From an optimization exercise on the open Yosys and OpenROAD flow, aimed at small area; shortcuts taken in it are not production practice. In this exercise RTL edits were held to simulation tests only and were not proved equivalent to the original. No activity file was given, so power comes from the tool's default toggle rates.

--- config.mk ---
export PLATFORM = sky130hd
export DESIGN_NAME = Piano
export DESIGN_NICKNAME = Piano
export VERILOG_FILES = /design/flow/design.v
export SDC_FILE = /design/flow/constraint.sdc
export NUM_CORES = 4
export LEC_CHECK = 0
export CAP_MARGIN = 20
export CORE_MARGIN = 2
export CORE_UTILIZATION = 40
export SLEW_MARGIN = 20
--- constraint.sdc ---
create_clock -name core_clock -period 6.0 [get_ports {clk}]
set_input_delay 1.2000 -clock core_clock [delete_from_list [all_inputs] [get_ports {clk}]]
set_output_delay 1.2000 -clock core_clock [all_outputs]
set_load 0.01 [all_outputs]
--- design.v ---
module Piano(
	input clk,
	input reset,
	input sw1,
	input sw2,
	input sw3,
	input sw4,
	input sw5,
	input sw6,
	input sw7,
	input btn1,
	input btn2,
	input btn3,
	input btn4,
	output sound
	);
	reg [4:0] bin;
	always @(posedge clk or posedge reset)
		if (reset) bin <= 0; else bin <= bin + 1'b1;
	wire tc2 = &bin[0:0];
	wire tc4 = &bin[1:0];
	wire tc8 = &bin[2:0];
	wire tc16 = &bin[3:0];
	wire tc32 = &bin[4:0];
	reg [1:0] q3;
	wire tc3 = q3[1];
	always @(posedge clk or posedge reset)
		if (reset) q3 <= 2'd0; else q3 <= {q3[0], ~(q3[1] ^ q3[0])};
	reg [2:0] q5;
	wire tc5 = ~q5[0] & q5[1];
	always @(posedge clk or posedge reset)
		if (reset) q5 <= 3'd4; else q5 <= {q5[1:0], q5[2] ^ q5[0] ^ tc5};
	reg [2:0] q7;
	wire tc7 = ~q7[0] & ~q7[2];
	always @(posedge clk or posedge reset)
		if (reset) q7 <= 3'd4; else q7 <= {q7[1:0], q7[2] ^ q7[0]};
	reg [3:0] q13;
	wire tc13 = ~q13[0] & q13[1] & ~q13[2];
	always @(posedge clk or posedge reset)
		if (reset) q13 <= 4'd4; else q13 <= {q13[2:0], ~(q13[3] ^ q13[0]) ^ tc13};
	reg [8:0] q331;
	wire tc331 = ~q331[0] & ~q331[1] & ~q331[2] & q331[3] & q331[4] & q331[5] & ~q331[7];
	always @(posedge clk or posedge reset)
		if (reset) q331 <= 9'd112; else q331 <= {q331[7:0], q331[8] ^ q331[3] ^ tc331};
	reg [8:0] q367;
	wire tc367 = ~q367[0] & ~q367[1] & ~q367[3] & ~q367[4] & q367[5] & q367[6] & ~q367[7];
	always @(posedge clk or posedge reset)
		if (reset) q367 <= 9'd192; else q367 <= {q367[7:0], ~(q367[8] ^ q367[4]) ^ tc367};
	reg [9:0] q947;
	wire tc947 = ~q947[0] & ~q947[1] & ~q947[2] & ~q947[3] & ~q947[4] & ~q947[5] & ~q947[6] & ~q947[7] & q947[8];
	always @(posedge clk or posedge reset)
		if (reset) q947 <= 10'd512; else q947 <= {q947[8:0], q947[9] ^ q947[2] ^ tc947};
	reg [10:0] q1993;
	wire tc1993 = q1993[0] & q1993[1] & ~q1993[2] & ~q1993[3] & q1993[4] & ~q1993[5] & ~q1993[6] & ~q1993[7] & q1993[8] & ~q1993[9];
	always @(posedge clk or posedge reset)
		if (reset) q1993 <= 11'd550; else q1993 <= {q1993[9:0], ~(q1993[10] ^ q1993[8]) ^ tc1993};
	reg [11:0] q3163;
	wire tc3163 = ~q3163[0] & ~q3163[1] & ~q3163[2] & ~q3163[3] & q3163[4] & ~q3163[5] & ~q3163[6] & ~q3163[7] & q3163[8] & ~q3163[9] & ~q3163[10];
	always @(posedge clk or posedge reset)
		if (reset) q3163 <= 12'd544; else q3163 <= {q3163[10:0], q3163[11] ^ q3163[0] ^ tc3163};
	reg [12:0] q4223;
	wire tc4223 = ~q4223[0] & ~q4223[1] & ~q4223[2] & ~q4223[3] & ~q4223[4] & ~q4223[6] & q4223[7] & ~q4223[8] & ~q4223[9] & ~q4223[10] & ~q4223[11];
	always @(posedge clk or posedge reset)
		if (reset) q4223 <= 13'd256; else q4223 <= {q4223[11:0], ~(q4223[12] ^ q4223[3]) ^ tc4223};
	reg [12:0] q4259;
	wire tc4259 = ~q4259[0] & q4259[1] & ~q4259[2] & q4259[3] & ~q4259[4] & ~q4259[5] & ~q4259[7] & ~q4259[8] & ~q4259[9] & ~q4259[10] & ~q4259[12];
	always @(posedge clk or posedge reset)
		if (reset) q4259 <= 13'd4244; else q4259 <= {q4259[11:0], ~(q4259[12] ^ q4259[2]) ^ tc4259};
	reg [12:0] q5669;
	wire tc5669 = ~q5669[0] & q5669[1] & ~q5669[2] & q5669[4] & ~q5669[5] & q5669[6] & ~q5669[7] & ~q5669[8] & ~q5669[9] & ~q5669[10] & ~q5669[12];
	always @(posedge clk or posedge reset)
		if (reset) q5669 <= 13'd180; else q5669 <= {q5669[11:0], ~(q5669[12] ^ q5669[8]) ^ tc5669};
	reg [12:0] q7967;
	wire tc7967 = q7967[0] & ~q7967[1] & ~q7967[2] & ~q7967[3] & q7967[4] & ~q7967[5] & ~q7967[6] & ~q7967[7] & ~q7967[8] & ~q7967[9] & ~q7967[10] & q7967[11];
	always @(posedge clk or posedge reset)
		if (reset) q7967 <= 13'd4130; else q7967 <= {q7967[11:0], ~(q7967[12] ^ q7967[2]) ^ tc7967};
	reg [13:0] q8117;
	wire tc8117 = ~q8117[0] & ~q8117[1] & q8117[2] & q8117[3] & ~q8117[4] & ~q8117[5] & q8117[6] & ~q8117[7] & ~q8117[8] & q8117[9] & ~q8117[10] & ~q8117[12];
	always @(posedge clk or posedge reset)
		if (reset) q8117 <= 14'd5272; else q8117 <= {q8117[12:0], q8117[13] ^ q8117[0] ^ tc8117};
	reg [14:0] q11939;
	wire tc11939 = q11939[0] & q11939[1] & q11939[2] & ~q11939[3] & ~q11939[5] & ~q11939[7] & ~q11939[8] & ~q11939[9] & ~q11939[10] & q11939[11] & ~q11939[13] & q11939[14];
	always @(posedge clk or posedge reset)
		if (reset) q11939 <= 15'd12430; else q11939 <= {q11939[13:0], q11939[14] ^ q11939[7] ^ tc11939};
	reg [14:0] q20081;
	wire tc20081 = ~q20081[0] & q20081[1] & q20081[2] & q20081[3] & ~q20081[5] & ~q20081[6] & ~q20081[7] & q20081[8] & ~q20081[9] & ~q20081[10] & ~q20081[11] & q20081[12] & q20081[13];
	always @(posedge clk or posedge reset)
		if (reset) q20081 <= 15'd25117; else q20081 <= {q20081[13:0], q20081[14] ^ q20081[3] ^ tc20081};
	reg [14:0] q21277;
	wire tc21277 = ~q21277[0] & ~q21277[1] & q21277[2] & ~q21277[3] & q21277[5] & ~q21277[6] & ~q21277[7] & q21277[8] & ~q21277[9] & ~q21277[10] & ~q21277[11] & ~q21277[12] & q21277[13];
	always @(posedge clk or posedge reset)
		if (reset) q21277 <= 15'd16969; else q21277 <= {q21277[13:0], ~(q21277[14] ^ q21277[13]) ^ tc21277};
	reg [14:0] q22543;
	wire tc22543 = q22543[0] & q22543[1] & ~q22543[2] & q22543[3] & q22543[4] & ~q22543[5] & ~q22543[6] & ~q22543[7] & ~q22543[8] & ~q22543[10] & ~q22543[11] & q22543[13] & q22543[14];
	always @(posedge clk or posedge reset)
		if (reset) q22543 <= 15'd17462; else q22543 <= {q22543[13:0], ~(q22543[14] ^ q22543[0]) ^ tc22543};
	reg [14:0] q26825;
	wire tc26825 = ~q26825[0] & ~q26825[1] & ~q26825[2] & ~q26825[3] & ~q26825[4] & ~q26825[5] & q26825[6] & q26825[7] & q26825[8] & ~q26825[9] & ~q26825[10] & ~q26825[11] & q26825[13];
	always @(posedge clk or posedge reset)
		if (reset) q26825 <= 15'd17281; else q26825 <= {q26825[13:0], ~(q26825[14] ^ q26825[3]) ^ tc26825};
	reg [15:0] q37879;
	wire tc37879 = ~q37879[0] & ~q37879[1] & ~q37879[2] & q37879[3] & ~q37879[4] & ~q37879[5] & ~q37879[6] & ~q37879[7] & q37879[8] & ~q37879[9] & ~q37879[10] & ~q37879[11] & ~q37879[13] & ~q37879[15];
	always @(posedge clk or posedge reset)
		if (reset) q37879 <= 16'd8721; else q37879 <= {q37879[14:0], q37879[15] ^ q37879[2] ^ tc37879};
	reg [15:0] q37937;
	wire tc37937 = q37937[0] & q37937[1] & ~q37937[2] & q37937[3] & q37937[4] & q37937[5] & q37937[6] & ~q37937[7] & ~q37937[8] & ~q37937[9] & q37937[10] & ~q37937[11] & ~q37937[13] & ~q37937[14];
	always @(posedge clk or posedge reset)
		if (reset) q37937 <= 16'd2294; else q37937 <= {q37937[14:0], q37937[15] ^ q37937[2] ^ tc37937};
	reg [15:0] q40193;
	wire tc40193 = q40193[0] & ~q40193[1] & ~q40193[2] & ~q40193[3] & q40193[4] & ~q40193[5] & q40193[6] & q40193[7] & ~q40193[8] & ~q40193[9] & q40193[11] & q40193[12] & ~q40193[13] & q40193[14];
	always @(posedge clk or posedge reset)
		if (reset) q40193 <= 16'd47522; else q40193 <= {q40193[14:0], q40193[15] ^ q40193[2] ^ tc40193};
	reg [15:0] q45127;
	wire tc45127 = ~q45127[0] & ~q45127[1] & q45127[2] & q45127[3] & ~q45127[4] & ~q45127[5] & q45127[6] & ~q45127[7] & q45127[8] & ~q45127[9] & q45127[10] & q45127[11] & ~q45127[12] & ~q45127[13] & q45127[14];
	always @(posedge clk or posedge reset)
		if (reset) q45127 <= 16'd39577; else q45127 <= {q45127[14:0], q45127[15] ^ q45127[2] ^ tc45127};
	reg [15:0] q53649;
	wire tc53649 = q53649[0] & ~q53649[1] & ~q53649[2] & q53649[3] & ~q53649[5] & q53649[6] & ~q53649[7] & q53649[8] & ~q53649[9] & ~q53649[10] & q53649[12] & q53649[13] & ~q53649[14] & q53649[15];
	always @(posedge clk or posedge reset)
		if (reset) q53649 <= 16'd29331; else q53649 <= {q53649[14:0], q53649[15] ^ q53649[6] ^ tc53649};
	reg [15:0] q60241;
	wire tc60241 = ~q60241[0] & q60241[1] & ~q60241[2] & q60241[3] & ~q60241[4] & q60241[5] & q60241[6] & ~q60241[7] & ~q60241[8] & ~q60241[9] & q60241[10] & ~q60241[11] & ~q60241[12] & q60241[13] & ~q60241[15];
	always @(posedge clk or posedge reset)
		if (reset) q60241 <= 16'd51412; else q60241 <= {q60241[14:0], q60241[15] ^ q60241[6] ^ tc60241};
	reg [16:0] q90253;
	wire tc90253 = ~q90253[0] & ~q90253[1] & ~q90253[2] & ~q90253[3] & ~q90253[5] & q90253[6] & ~q90253[7] & ~q90253[8] & q90253[9] & q90253[10] & ~q90253[11] & q90253[12] & ~q90253[13] & q90253[14] & ~q90253[15];
	always @(posedge clk or posedge reset)
		if (reset) q90253 <= 17'd44160; else q90253 <= {q90253[15:0], q90253[16] ^ q90253[13] ^ tc90253};
	reg wC4;  
	always @(posedge clk or posedge reset)
		if (reset) wC4 <= 1'b0; else if (tc4 & tc5 & tc13 & tc367) wC4 <= ~wC4;
	reg wCS4;  
	always @(posedge clk or posedge reset)
		if (reset) wCS4 <= 1'b0; else if (tc90253) wCS4 <= ~wCS4;
	reg wD4;  
	always @(posedge clk or posedge reset)
		if (reset) wD4 <= 1'b0; else if (tc3 & tc5 & tc5669) wD4 <= ~wD4;
	reg wDS4;  
	always @(posedge clk or posedge reset)
		if (reset) wDS4 <= 1'b0; else if (tc2 & tc40193) wDS4 <= ~wDS4;
	reg wE4;  
	always @(posedge clk or posedge reset)
		if (reset) wE4 <= 1'b0; else if (tc2 & tc37879) wE4 <= ~wE4;
	reg wF4;  
	always @(posedge clk or posedge reset)
		if (reset) wF4 <= 1'b0; else if (tc2 & tc3 & tc11939) wF4 <= ~wF4;
	reg wFS4;  
	always @(posedge clk or posedge reset)
		if (reset) wFS4 <= 1'b0; else if (tc16 & tc4223) wFS4 <= ~wFS4;
	reg wG4;  
	always @(posedge clk or posedge reset)
		if (reset) wG4 <= 1'b0; else if (tc32 & tc1993) wG4 <= ~wG4;
	reg wGS4;  
	always @(posedge clk or posedge reset)
		if (reset) wGS4 <= 1'b0; else if (tc60241) wGS4 <= ~wGS4;
	reg wA4;  
	always @(posedge clk or posedge reset)
		if (reset) wA4 <= 1'b0; else if (tc7 & tc8117) wA4 <= ~wA4;
	reg wAS4;  
	always @(posedge clk or posedge reset)
		if (reset) wAS4 <= 1'b0; else if (tc53649) wAS4 <= ~wAS4;
	reg wB4;  
	always @(posedge clk or posedge reset)
		if (reset) wB4 <= 1'b0; else if (tc16 & tc3163) wB4 <= ~wB4;
	reg wC5;  
	always @(posedge clk or posedge reset)
		if (reset) wC5 <= 1'b0; else if (tc2 & tc3 & tc7967) wC5 <= ~wC5;
	reg wCS5;  
	always @(posedge clk or posedge reset)
		if (reset) wCS5 <= 1'b0; else if (tc45127) wCS5 <= ~wCS5;
	reg wD5;  
	always @(posedge clk or posedge reset)
		if (reset) wD5 <= 1'b0; else if (tc2 & tc5 & tc4259) wD5 <= ~wD5;
	reg wDS5;  
	always @(posedge clk or posedge reset)
		if (reset) wDS5 <= 1'b0; else if (tc40193) wDS5 <= ~wDS5;
	reg wE5;  
	always @(posedge clk or posedge reset)
		if (reset) wE5 <= 1'b0; else if (tc37937) wE5 <= ~wE5;
	reg wF5;  
	always @(posedge clk or posedge reset)
		if (reset) wF5 <= 1'b0; else if (tc3 & tc11939) wF5 <= ~wF5;
	reg wFS5;  
	always @(posedge clk or posedge reset)
		if (reset) wFS5 <= 1'b0; else if (tc8 & tc4223) wFS5 <= ~wFS5;
	reg wG5;  
	always @(posedge clk or posedge reset)
		if (reset) wG5 <= 1'b0; else if (tc16 & tc1993) wG5 <= ~wG5;
	reg wGS5;  
	always @(posedge clk or posedge reset)
		if (reset) wGS5 <= 1'b0; else if (tc7 & tc13 & tc331) wGS5 <= ~wGS5;
	reg wA5;  
	always @(posedge clk or posedge reset)
		if (reset) wA5 <= 1'b0; else if (tc2 & tc3 & tc5 & tc947) wA5 <= ~wA5;
	reg wAS5;  
	always @(posedge clk or posedge reset)
		if (reset) wAS5 <= 1'b0; else if (tc26825) wAS5 <= ~wAS5;
	reg wB5;  
	always @(posedge clk or posedge reset)
		if (reset) wB5 <= 1'b0; else if (tc8 & tc3163) wB5 <= ~wB5;
	reg wC6;  
	always @(posedge clk or posedge reset)
		if (reset) wC6 <= 1'b0; else if (tc2 & tc11939) wC6 <= ~wC6;
	reg wCS6;  
	always @(posedge clk or posedge reset)
		if (reset) wCS6 <= 1'b0; else if (tc22543) wCS6 <= ~wCS6;
	reg wD6;  
	always @(posedge clk or posedge reset)
		if (reset) wD6 <= 1'b0; else if (tc21277) wD6 <= ~wD6;
	reg wDS6;  
	always @(posedge clk or posedge reset)
		if (reset) wDS6 <= 1'b0; else if (tc20081) wDS6 <= ~wDS6;
	wire [6:0] sw = {sw7, sw6, sw5, sw4, sw3, sw2, sw1};
	wire [3:0] btn = {btn4, btn3, btn2, btn1};
	wire sw_one = (sw != 7'd0) && ((sw & (sw - 7'd1)) == 7'd0);
	wire btn_one = (btn != 4'd0) && ((btn & (btn - 4'd1)) == 4'd0);
	assign sound = sw_one & btn_one & (
		(sw1 & ((btn1 & wC4) | (btn2 & wCS4) | (btn3 & wD4) | (btn4 & wDS4))) |
		(sw2 & ((btn1 & wE4) | (btn2 & wF4) | (btn3 & wFS4) | (btn4 & wG4))) |
		(sw3 & ((btn1 & wGS4) | (btn2 & wA4) | (btn3 & wAS4) | (btn4 & wB4))) |
		(sw4 & ((btn1 & wC5) | (btn2 & wCS5) | (btn3 & wD5) | (btn4 & wDS5))) |
		(sw5 & ((btn1 & wE5) | (btn2 & wF5) | (btn3 & wFS5) | (btn4 & wG5))) |
		(sw6 & ((btn1 & wGS5) | (btn2 & wA5) | (btn3 & wAS5) | (btn4 & wB5))) |
		(sw7 & ((btn1 & wC6) | (btn2 & wCS6) | (btn3 & wD6) | (btn4 & wDS6))));
endmodule
--- run.sh ---
#!/bin/bash
# synth_recipe.tcl (not shown) runs the flow's synth.tcl, then flattens the netlist and writes it again
# the make line also repeats each setting of config.mk as NAME=value (left out here)
make -C /OpenROAD-flow-scripts/flow DESIGN_CONFIG=/design/flow/config.mk WORK_HOME=/design/flow/orfs CLKGATE_MAP_FILE= SYNTH_SCRIPT=/design/flow/synth_recipe.tcl finish
==> impl_metrics.env <==
export IMPL_port_buffers=13
export IMPL_async_reset_ff_share_pct=100
export IMPL_outcome="complete, no violations"
export IMPL_setup_viol_count_final=0
export IMPL_p_per_area_mw_per_mm2=364
export IMPL_drc=0
export IMPL_wl_per_cell_um=15.9
export IMPL_nets=662
export IMPL_power_leakage_nw=5.48
export IMPL_cts_resized_gates=0
export IMPL_rows=59
export IMPL_start_kind="primary input"
export IMPL_maxSlewHeadroom_pct=37.4
export IMPL_rsz0062_at_grt="no"
export IMPL_critPathKind="in2out"
export IMPL_cts_hold_buf=0
export IMPL_place_congestion=0.825
export IMPL_drv_slew=0
export IMPL_syn_nets=614
export IMPL_ioPinCount=14
export IMPL_die_width_um=168
export IMPL_synth_top_cells_by_count="242 x dfrtp_1, 108 x dfstp_2, 47 x xnor2_1"
export IMPL_finalCritPeriodShare_pct=76.2
export IMPL_synth_edf_count=0
export IMPL_ir_worst_vdd_uv=261
export IMPL_required_ps=4800
export IMPL_worst_pin_slew_ps=939
export IMPL_start_util_pct=40.9
export IMPL_yosysTopAreaCell="dfrtp_1"
export IMPL_grt_pass1_wl_um=27900
export IMPL_grt_overflow_total=0
export IMPL_yosys_most_used_dff="dfrtp_1"
export IMPL_die_area_mm2=0.0281
export IMPL_max_freq_ghz=0.219
export IMPL_cts_sinks=350
export IMPL_grt_pass1_vias=5352
export IMPL_p_int_mw=3.63
export IMPL_clock_skew_ps=13.9
export IMPL_netlist_area_leader_share_pct=56.5
export IMPL_dr_first_iter_drc_count=352
export IMPL_htree_levels=2
export IMPL_worst_ep_arrival_time_ps=3370
export IMPL_yosys_warnings=1
export IMPL_ant_nets=0
export IMPL_cts_buffers=34
export IMPL_post_route_min_period_ps=4570
export IMPL_antenna_found_initial=3
export IMPL_ys_seq_elements=350
export IMPL_cts_setup_buffers=0
export IMPL_synthesis_area_mm2=0.0107
export IMPL_synthToLayoutAreaGrowth_pct=15.9
export IMPL_power_switching_mw=0.890
export IMPL_drt_total_wl_um=16000
export IMPL_drv_cap=0
export IMPL_root_buffer="clkbuf_16"
export IMPL_clk_latency_ps=500
export IMPL_place_worst_setup_slack_ps=1420
export IMPL_die_y_um=168
export IMPL_cts_tree="built"
export IMPL_grt_total_usage_pct=12.2
export IMPL_pwr_share_seq_pct=52.3
export IMPL_dr_total_vias=4832
export IMPL_hold_class="reg2reg"
export IMPL_fin_setup_tns_ps=0
export IMPL_seq_area_frac_synth_pct=83.0
export IMPL_p_comb_share_pct=1.4
export IMPL_avgViaCountPerCell=4.80
export IMPL_hpwl_um=9660
export IMPL_syn_area_per_cell_um2=18.0
export IMPL_grt_max_degree=187
export IMPL_drtPass1Iterations=5
export IMPL_cp_end_kind="output pin"
export IMPL_p_clk_share_pct=46.4
export IMPL_swShare_pct=19.7
export IMPL_ys_types=43
export IMPL_critPathMaxFanout=10
export IMPL_finalWorstSetupSlack_ps=1430
export IMPL_cts_clk_slew_worst_paths_ps=60
export IMPL_yosysMostFrequentCell="dfrtp_1"
export IMPL_syn_inst=597
export IMPL_hold_violations=0
export IMPL_drive_gt1_share_pct=24.9
export IMPL_clock_path_buffers=3
export IMPL_core_mm2=0.0262
export IMPL_synth_area_leaders="dfrtp_1 56%, dfstp_2 26%, xnor2_1 3.8%, xor2_1 1.8%, nor4bb_1 1.7%"
## per-layer routing
metal  share of wire (%)  GRT usage (%)  wire [um]  vias to the layer above
li1                    -              -          -                     2163
met1                  47           17.4       7540                     2560
met4                 2.3           4.46        374                        4
met5                0.16              0         26                        -
met3                 4.7           3.57        758                       40
met2                  46           17.9       7340                       65
## per-stage QoR
stage	area (um^2)	utilization [%]	total power, mW	std cells	hold WS (ps)
global route	12400	47.4	4.70	1006	358
floorplan	10700	-	2.45	597	331
detailed placement	11300	43.1	2.47	944	336
finish	12400	47.4	4.52	1007	342
CTS	12400	47.4	4.59	1006	342
global placement	11300	43.1	2.47	944	335
## path summary, 6_finish.rpt
check / from / endpoint / slack, ps / cells after the start
worst max-delay path: btn2 / sound / 1430 / 6
worst min-delay path: q22543[12] / q22543[13] / 340 / 0
worst max register to register: q1993[3] / wG4 / 4370 / 4
worst min register to register: q22543[12] / q22543[13] / 340 / 0
max in group asynchronous: reset / q60241[3] / 3780 / 3
min in group asynchronous: reset / q26825[10] / 1030 / 2
## cells by family after synthesis
group / Yosys count / share of synthesized area [%]
DFF: 350 / 83.0
and+or+nand+nor: 133 / 8.44
xor gates and xnor gates: 69 / 5.64
AOI/OAI and AO/OA: 29 / 2.00
buffers and inverters: 11 / 0.397
adders and majority gates: 5 / 0.560
## power by group through the flow
stage	Clock (mW)	Sequential [mW]	Combinational [mW]
final	2.10	2.36	0.0617
after detailed placement	0	2.40	0.0651
after global placement	0	2.40	0.0610
after floorplan	0	2.41	0.0413
after CTS	2.16	2.36	0.0651
after global routing	2.27	2.36	0.0732
## sequential cells by signal, summed over array words and instances (netlist names), 16 cells and up
register,flops
q53649,16
q40193,16
q45127,16
q60241,16
q37879,16
q37937,16
q90253,17
## worst max-delay path: stages
cell and delay, ps:
clkdlybuf4s50_1 670, or3b_2 470, o21ai_0 110, o221ai_1 140
a211oi_1 200, clkdlybuf4s50_1 580
## layout make-up
type | count | area [um^2]
clock buffer | 51 | 1010
multi-input combinational | 236 | 1780
fill | 2187 | 13800
inverter | 7 | 30.0
timing repair buffer | 16 | 169
clock inverter | 11 | 113
sequential | 350 | 8890
antenna | 1 | 2.50
tap | 335 | 419
## cell usage in the layout (no fill, tap or decap), drive strengths merged, types with 2 or more instances in the layout
cell / Yosys / routed
ha: 4 / 4
a21boi: 3 / 3
or4b: 2 / 2
nor2: 10 / 10
a31oi: 2 / 2
nand2b: 4 / 4
a22oi: 14 / 14
nor4: 16 / 16
xnor2: 47 / 47
nand3: 11 / 11
buf: 2 / 3
a211oi: 2 / 2
a21oi: 2 / 2
and3: 3 / 3
nand4b: 6 / 6
nor3: 8 / 8
nand2: 17 / 17
clkinv: 0 / 8
dfstp: 108 / 108
nor4bb: 18 / 18
nor4b: 12 / 12
nor3b: 5 / 5
nand4: 10 / 10
clkbuf: 2 / 51
clkdlybuf4s50: 0 / 13
and4b: 4 / 4
inv: 7 / 7
xor2: 22 / 22
dfrtp: 242 / 242
bufinv: 0 / 2

[separate check: timing with driven ports]
The results above use ideal ports. As a check the final layout listed here was re-extracted and re-timed, cells and wires unchanged.
Step 1 sets driving cells, clkbuf_16 on the clock port and buf_2 on the other inputs (assumed; they add their load-dependent delay and slew).
Step 2 moves the port delays by t, midway between the first and last clock arrival at a register: inputs arrive t later, outputs are due t later. That takes back most of the time a late clock gives input paths.
a / b / c = no drivers / after step 1 / after step 2; a / b = the first two.
t (ns): 0.540
setup WS [ns]: 1.426 / 1.349 / 1.349
worst hold slack (ns): 0.342 / 0.342 / 0.342
worst setup path at the end: input to output
After both steps setup and hold are still met in this run. For this run, drivers alone change the setup slack by -0.077 ns; drivers and shift together by -0.077 ns.
